What follows belongs to an exercise in optimizing a design on an open flow for small area; a production flow would make more cautious choices. Only simulation tests tie the RTL to the original design; equivalence was not proved. Power is estimated from default activity; no workload was simulated.

==> flow/design.v <==
module main_wrapper
   (btn_pin,
    rst,
    seg_cs_pin,
    seg_data_0_pin,
    seg_data_1_pin,
    sw_pin,
    sys_clk_in);
  input [4:0]btn_pin;
  input rst;
  output [7:0]seg_cs_pin;
  output [7:0]seg_data_0_pin;
  output [7:0]seg_data_1_pin;
  input [3:0]sw_pin;
  input sys_clk_in;
  wire clk = sys_clk_in;
  reg [3:0] sw1, sw2, sw3;
  reg [2:0] bt1, bt2, bt3;
  reg [3:0] aim;      
  reg [2:0] btr;      
  wire [3:0] swd = sw1 & sw2 & sw3;
  wire [2:0] btd = bt1 & bt2 & bt3;
  always @(posedge clk)
    if (rst) begin
      sw1 <= 0; sw2 <= 0; sw3 <= 0;
      bt1 <= 0; bt2 <= 0; bt3 <= 0;
      aim <= 0; btr <= 0;
    end else begin
      sw1 <= sw_pin; sw2 <= sw1; sw3 <= sw2;
      bt1 <= btn_pin[2:0]; bt2 <= bt1; bt3 <= bt2;
      aim <= swd; btr <= btd;
    end
  wire test = btr[0];
  wire rf   = btr[1];
  wire mf   = btr[2];
  reg [8:0] q;
  reg [3:0] r;
  always @(posedge clk)
    if (rst || (q == 9'd500 && r == 4'd1)) begin
      q <= 0; r <= 0;
    end else if (r == 4'd9) begin
      q <= q + 9'd1; r <= 0;
    end else
      r <= r + 4'd1;
  reg [2:0] s4;
  reg [3:0] s3, s2, s1, s0;
  reg game;
  wire s_hi = (s4 != 0) || (s3 != 0) || (s2 != 0);
  wire le10 = (s1 == 0) || (s1 == 1 && s0 == 0);
  wire le25 = (s1 < 2) || (s1 == 2 && s0 <= 5);
  wire le35 = (s1 < 3) || (s1 == 3 && s0 <= 5);
  wire le45 = (s1 < 4) || (s1 == 4 && s0 <= 5);
  wire le50 = (s1 < 5) || (s1 == 5 && s0 == 0);
  reg [8:0] qth;   
  always @(*) begin
    qth = 9'd499;
    if (game && !s_hi) begin
      if (le10) qth = 9'd399;
      else if (le25) qth = 9'd299;
      else if (le35) qth = 9'd199;
      else if (le45) qth = 9'd159;
      else if (le50) qth = 9'd99;
    end
  end
  wire hit_nx = rst || (r == 4'd9 && q == qth);
  reg hit;
  always @(posedge clk) hit <= hit_nx;
  reg [63:0] lfsr;
  wire fb = ~(lfsr[63] ^ lfsr[62] ^ lfsr[60] ^ lfsr[59]);
  always @(posedge clk)
    if (rst || btd[1]) lfsr <= 64'd0;
    else lfsr <= {lfsr[62:0], fb};
  reg [3:0] dec;
  wire nib_ok = (lfsr[3:0] != 4'd0) && (lfsr[3:0] <= 4'd9);
  always @(posedge clk)
    if (rst) dec <= 0;
    else if (nib_ok && !hit_nx) dec <= lfsr[3:0];
  reg [27:0] b;
  wire [7:0] nz;
  wire [6:0] top;
  genvar k;
  generate for (k = 0; k < 7; k = k + 1) begin : g_nz
    assign nz[k] = |b[4*k+3:4*k];
  end endgenerate
  assign nz[7] = 1'b0;
  generate for (k = 0; k < 7; k = k + 1) begin : g_top
    assign top[k] = nz[k] & ~nz[k+1];
  end endgenerate
  reg [3:0] lead;
  integer j;
  always @(*) begin
    lead = 4'd0;
    for (j = 0; j < 7; j = j + 1)
      lead = lead | (b[4*j +: 4] & {4{top[j]}});
  end
  wire remove = !rf && mf && game && (r == 4'd0) && (aim == lead);
  wire entry  = !rf && hit && game;
  reg [27:0] brm;
  always @(*)
    for (j = 0; j < 7; j = j + 1)
      brm[4*j +: 4] = b[4*j +: 4] & {4{~(remove & top[j])}};
  wire s_max = (s4 == 3'd6) && (s3 == 4'd5) && (s2 == 4'd5) && (s1 == 4'd3) && (s0 == 4'd5);
  always @(posedge clk)
    if (rst) begin
      b <= 0; game <= 1'b1;
      s4 <= 0; s3 <= 0; s2 <= 0; s1 <= 0; s0 <= 0;
    end else begin
      if (rf || !game) b <= 0;
      else if (entry) b <= {brm[23:0], dec};
      else b <= brm;
      if (rf) game <= 1'b1;
      else if (nz[6]) game <= 1'b0;
      if (rf) begin
        s4 <= 0; s3 <= 0; s2 <= 0; s1 <= 0; s0 <= 0;
      end else if (remove) begin
        if (s_max) begin
          s4 <= 0; s3 <= 0; s2 <= 0; s1 <= 0; s0 <= 0;
        end else if (s0 != 4'd9) s0 <= s0 + 4'd1;
        else begin
          s0 <= 0;
          if (s1 != 4'd9) s1 <= s1 + 4'd1;
          else begin
            s1 <= 0;
            if (s2 != 4'd9) s2 <= s2 + 4'd1;
            else begin
              s2 <= 0;
              if (s3 != 4'd9) s3 <= s3 + 4'd1;
              else begin
                s3 <= 0;
                s4 <= s4 + 3'd1;
              end
            end
          end
        end
      end
    end
  reg [1:0] p;
  always @(posedge clk)
    if (rst) p <= 0;
    else p <= p + 2'd1;
  function [6:0] seg7(input [3:0] v);
    case (v)
      4'd0: seg7 = 7'b0111111;
      4'd1: seg7 = 7'b0000110;
      4'd2: seg7 = 7'b1011011;
      4'd3: seg7 = 7'b1001111;
      4'd4: seg7 = 7'b1100110;
      4'd5: seg7 = 7'b1101101;
      4'd6: seg7 = 7'b1111101;
      4'd7: seg7 = 7'b0000111;
      4'd8: seg7 = 7'b1111111;
      4'd9: seg7 = 7'b1101111;
      default: seg7 = 7'b0000000;
    endcase
  endfunction
  reg [3:0] v1, v2;
  always @(*) begin
    case (p)
      2'd0: v1 = game ? aim : 4'd0;
      2'd1: v1 = 4'd0;
      2'd2: v1 = game ? b[23:20] : 4'd0;
      default: v1 = game ? b[19:16] : {1'b0, s4};
    endcase
    case (p)
      2'd0: v2 = game ? b[15:12] : s3;
      2'd1: v2 = game ? b[11:8] : s2;
      2'd2: v2 = game ? b[7:4] : s1;
      default: v2 = game ? b[3:0] : s0;
    endcase
  end
  reg [7:0] o1, o2;
  always @(*) begin
    o1 = {1'b0, seg7(v1)};
    if (game && v1 == 4'd0) o1 = 8'b00000000;
    if (game && p == 2'd1) o1 = 8'b01001001;
    if (test) o1 = 8'b11111111;
    o2 = {1'b0, seg7(v2)};
    if (game && v2 == 4'd0) o2 = 8'b00000000;
    if (test) o2 = 8'b11111111;
  end
  assign seg_data_0_pin = o1;
  assign seg_data_1_pin = o2;
  wire [3:0] cs = {p == 2'd3, p == 2'd2, p == 2'd1, p == 2'd0};
  assign seg_cs_pin = {cs, cs};
endmodule
==> flow/run.sh <==
#!/bin/bash
# synth_recipe.tcl (not shown) runs the flow's synth.tcl, then flattens the netlist and writes it again
# the make line also repeats each setting of config.mk as NAME=value (left out here)
make -C /OpenROAD-flow-scripts/flow DESIGN_CONFIG=/design/flow/config.mk WORK_HOME=/design/flow/orfs CLKGATE_MAP_FILE= SYNTH_SCRIPT=/design/flow/synth_recipe.tcl finish
==> flow/config.mk <==
export PLATFORM = sky130hd
export DESIGN_NAME = main_wrapper
export DESIGN_NICKNAME = main_wrapper
export VERILOG_FILES = /design/flow/design.v
export SDC_FILE = /design/flow/constraint.sdc
export NUM_CORES = 4
export LEC_CHECK = 0
export CAP_MARGIN = 20
export CORE_MARGIN = 2
export CORE_UTILIZATION = 40
export SLEW_MARGIN = 20
==> flow/constraint.sdc <==
create_clock -name core_clock -period 60.0 [get_ports {sys_clk_in}]
set_input_delay 12.0000 -clock core_clock [delete_from_list [all_inputs] [get_ports {sys_clk_in}]]
set_output_delay 12.0000 -clock core_clock [all_outputs]
set_load 0.01 [all_outputs]
==> results.ini <==
[yosys]
synth-seq-cells = 160
yosysMostFrequentCell = dfxtp_1
synth_top_cell_by_area = dfxtp_1
synth_nets = 806
ys.flop_type = dfxtp_1
synth.cell_area_um2 = 7050
synthCells = 772
ys_warn_count = 1
synth_cell_types = 66
yosys-top-cells-area = dfxtp_1 45%, and2_1 6.1%, ha_1 4.1%
avgSynthCellArea_um2 = 9.13
synth_edf_count = 0
synthArstFlopShare_pct = 0
seq_area_frac_synth_pct = 45.4
netlist.area_leader.share_pct = 45.4
synth_common_cells = 160 x dfxtp_1, 69 x and2_1, 66 x nand2_1

[timing]
setup_viol = 0
post-route-period-util_pct = 26.4
hold_viol_final = 0
fin_skew_ns = 0.00858
max_freq_ghz = 0.0632
tns_ns = 0
drv_slew = 0
hold_ws_ns = 0.428
rsz0062_at_grt = no
period_needed_ns = 15.81
relSlewSlack_pct = 32.7
max_slew.worst_pin.slew_ns = 1.01

[setup_path]
cp_cell_sequence = ha_1 -> clkinv_1 -> o211ai_1 -> o21ai_0 -> inv_1 -> ha_1 -> nor2b_1 -> a21oi_1 -> a21oi_1 -> a21oi_1 -> a21o_1 -> clkdlybuf4s50_1
required_ns = 48.00
crit_type = flip-flop to output port
crit_fanout = 13
slowest_stage = ha_1
setup.worst_path.start_class = flip-flop
cp_top_family = compound AO/OA/AOI/OAI gates
critPathCaptureType = output port
crit_buf_inv = 3
worstPathArrival_ns = 3.81
cpPeakStageDelay_ns = 0.46
cpMostUsedCell = a21oi_1

[power]
leakagePower_nw = 3.18
pwr_density_cell_nw_per_um2 = 29.7
irDropWorstVdd_uv = 25.3
fin_total_pwr_mw = 0.242

[clock_tree]
cts.hold.buffers_added = 0
clk_path_buf_depth = 2
cts_resized = 0
cts_tree = done
clock_sinks = 160
insertion_delay_ns = 0.43
cts_buffers = 17
htreeDepth = 4
clk_pin_slew_ns = 0.07
post_cts_buffers = 0
cts_root_buf = clkbuf_16

[floorplanning]
die_y_um = 137
die-area_um2 = 18700
placementRows = 48
start_util_pct = 40.9
die_width_um = 137
io_pins = 35
core-area_um2 = 17200

[routing]
drc = 0
routed_wl_mm = 15.2
via_per_inst = 5.37
route.vias.total = 5475
antenna_left = 0
post_drt_wl_per_cell_um = 14.9
drt_iter0_markers = 394
dr.pass1.iters = 6

[cells_and_area]
drive_above_1_share_pct = 7.30
nets = 815
antennaDiodeCount = 0
design_area_um2 = 8130
syn_to_final_growth_pct = 15.3
nFillCells = 1625
final_core_util_pct = 47.2

[run_status]
status = timing/DRC/antenna clean

[placed_design]
placed_area_um2 = 7480
hpwl_mm = 10.4
io_buffers = 32
place_congestion = 0.868

[global_route]
grt_max_degree = 65
grt_pass1_wl_mm = 25.6
use_met3_pct = 3.33
overflow = 0
met2_usage_pct = 26.1
grt_usage_pct = 17.3
grtUsageMet1_pct = 24.2
first_global_vias = 5169
grt.busiest_layer = met2
antenna_found_initial = 0

[run]
maxCapViolCount = 0

[min_path]
min_path_type = flip-flop to flip-flop

==> logic make-up (layout without fill, tap and decap cells) <==
group / after synthesis / in the layout / share of synthesized area (%)
adder cells (fa/ha/maj): 23 / 23 / 4.08
AO/OA/AOI/OAI: 148 / 148 / 14.1
XOR/XNOR: 24 / 24 / 2.98
AND/OR/NAND/NOR: 328 / 328 / 26.4
buffers and inverters: 74 / 96 / 4.29
flip-flops: 160 / 160 / 45.4
multiplexers: 15 / 15 / 2.66
==> layout by cell type (no fill, tap or decap), types with 7 or more instances in the layout <==
| cell | instances |
|---|---|
| xnor2_1 | 8 |
| nand2_1 | 66 |
| nor2_1 | 47 |
| ha_1 | 23 |
| or4_1 | 7 |
| o21ai_0 | 19 |
| clkdlybuf4s50_1 | 32 |
| inv_1 | 28 |
| nor2b_1 | 28 |
| nand3_1 | 18 |
| and2_1 | 69 |
| a222oi_1 | 8 |
| xor2_1 | 16 |
| dfxtp_1 | 160 |
| o22ai_1 | 7 |
| clkbuf_16 | 17 |
| a21oi_1 | 37 |
| a22oi_1 | 11 |
| nand4_1 | 10 |
| and3_1 | 12 |
| nand2b_1 | 20 |
| nor3_1 | 12 |
| mux2i_1 | 12 |
| a21o_1 | 15 |
| o21ai_1 | 10 |
==> cell type report <==
cell class | instances | area, um2 | area share, %
clock inverter | 14 | 164 | 2.02
inverter | 29 | 109 | 1.34
multi-input combinational | 538 | 3570 | 43.9
timing repair buffer | 35 | 369 | 4.54
tap | 225 | 282 | 3.46
clock buffer | 18 | 439 | 5.40
sequential | 160 | 3200 | 39.4
==> per-stage QoR <==
step | setup WS (ns) | instances
2_1_floorplan | 45.44 | 772
3_3_place_gp | 44.54 | 985
3_5_place_dp | 44.46 | 985
6_report | 44.19 | 1019
5_1_grt | 43.68 | 1019
4_1_cts | 44.01 | 1017
==> flip-flops by register name, summed over array words and instances, names as in the netlist, 4 cells and up <==
signal  flops
s3          4
sw2         4
s1          4
dec         4
q           9
sw3         4
lfsr       64
sw1         4
b          28
aim         4
r           4
s2          4
s0          4
==> final timing paths <==
kind / depth (start not counted) / start / endpoint / slack, ns
max: 12 / p[0] / seg_data_0_pin[1] / 44.19
min: 1 / lfsr[48] / lfsr[49] / 0.43
max reg2reg: 6 / game / s4[0] / 56.71
min reg2reg: 1 / lfsr[48] / lfsr[49] / 0.43
==> power by group <==
part / switching (mW) / total [mW] / internal, mW
Sequential: 0.00273 / 0.111 / 0.108
Clock: 0.0504 / 0.108 / 0.0573
Combinational: 0.0124 / 0.0232 / 0.0108
==> metal layers <==
| layer | up-vias | share of wire (%) |
|---|---|---|
| met5 | - | 0 |
| met4 | 0 | 2.1 |
| met3 | 33 | 5.3 |
| met2 | 156 | 45 |
| met1 | 2575 | 48 |
| li1 | 2711 | - |

-- static timing again, ports no longer ideal --
The results above use ideal ports. As a check the final layout listed here was re-extracted and re-timed, cells and wires unchanged. Step 1: set_driving_cell puts a clkbuf_16 on sys_clk_in and a buf_2 on each other input, an assumption about the parent block. Step 2 moves the port delays by t, midway between the first and last clock arrival at a register: inputs arrive t later, outputs are due t later. That takes back most of the time a late clock gives input paths. Three values: ideal, step 1, step 2; two values: the first two.
t, ns: 0.467
slack for setup (ns): 44.186 / 44.145 / 44.611
hold WS [ns]: 0.428 / 0.428 / 0.428
worst slew at a driven data input, ns: 0.03
cell pins on the clock port's net: 1
After both steps this run still meets setup and hold. The setup slack of this run moves by -0.041 ns with the drivers and by +0.425 ns with both steps.
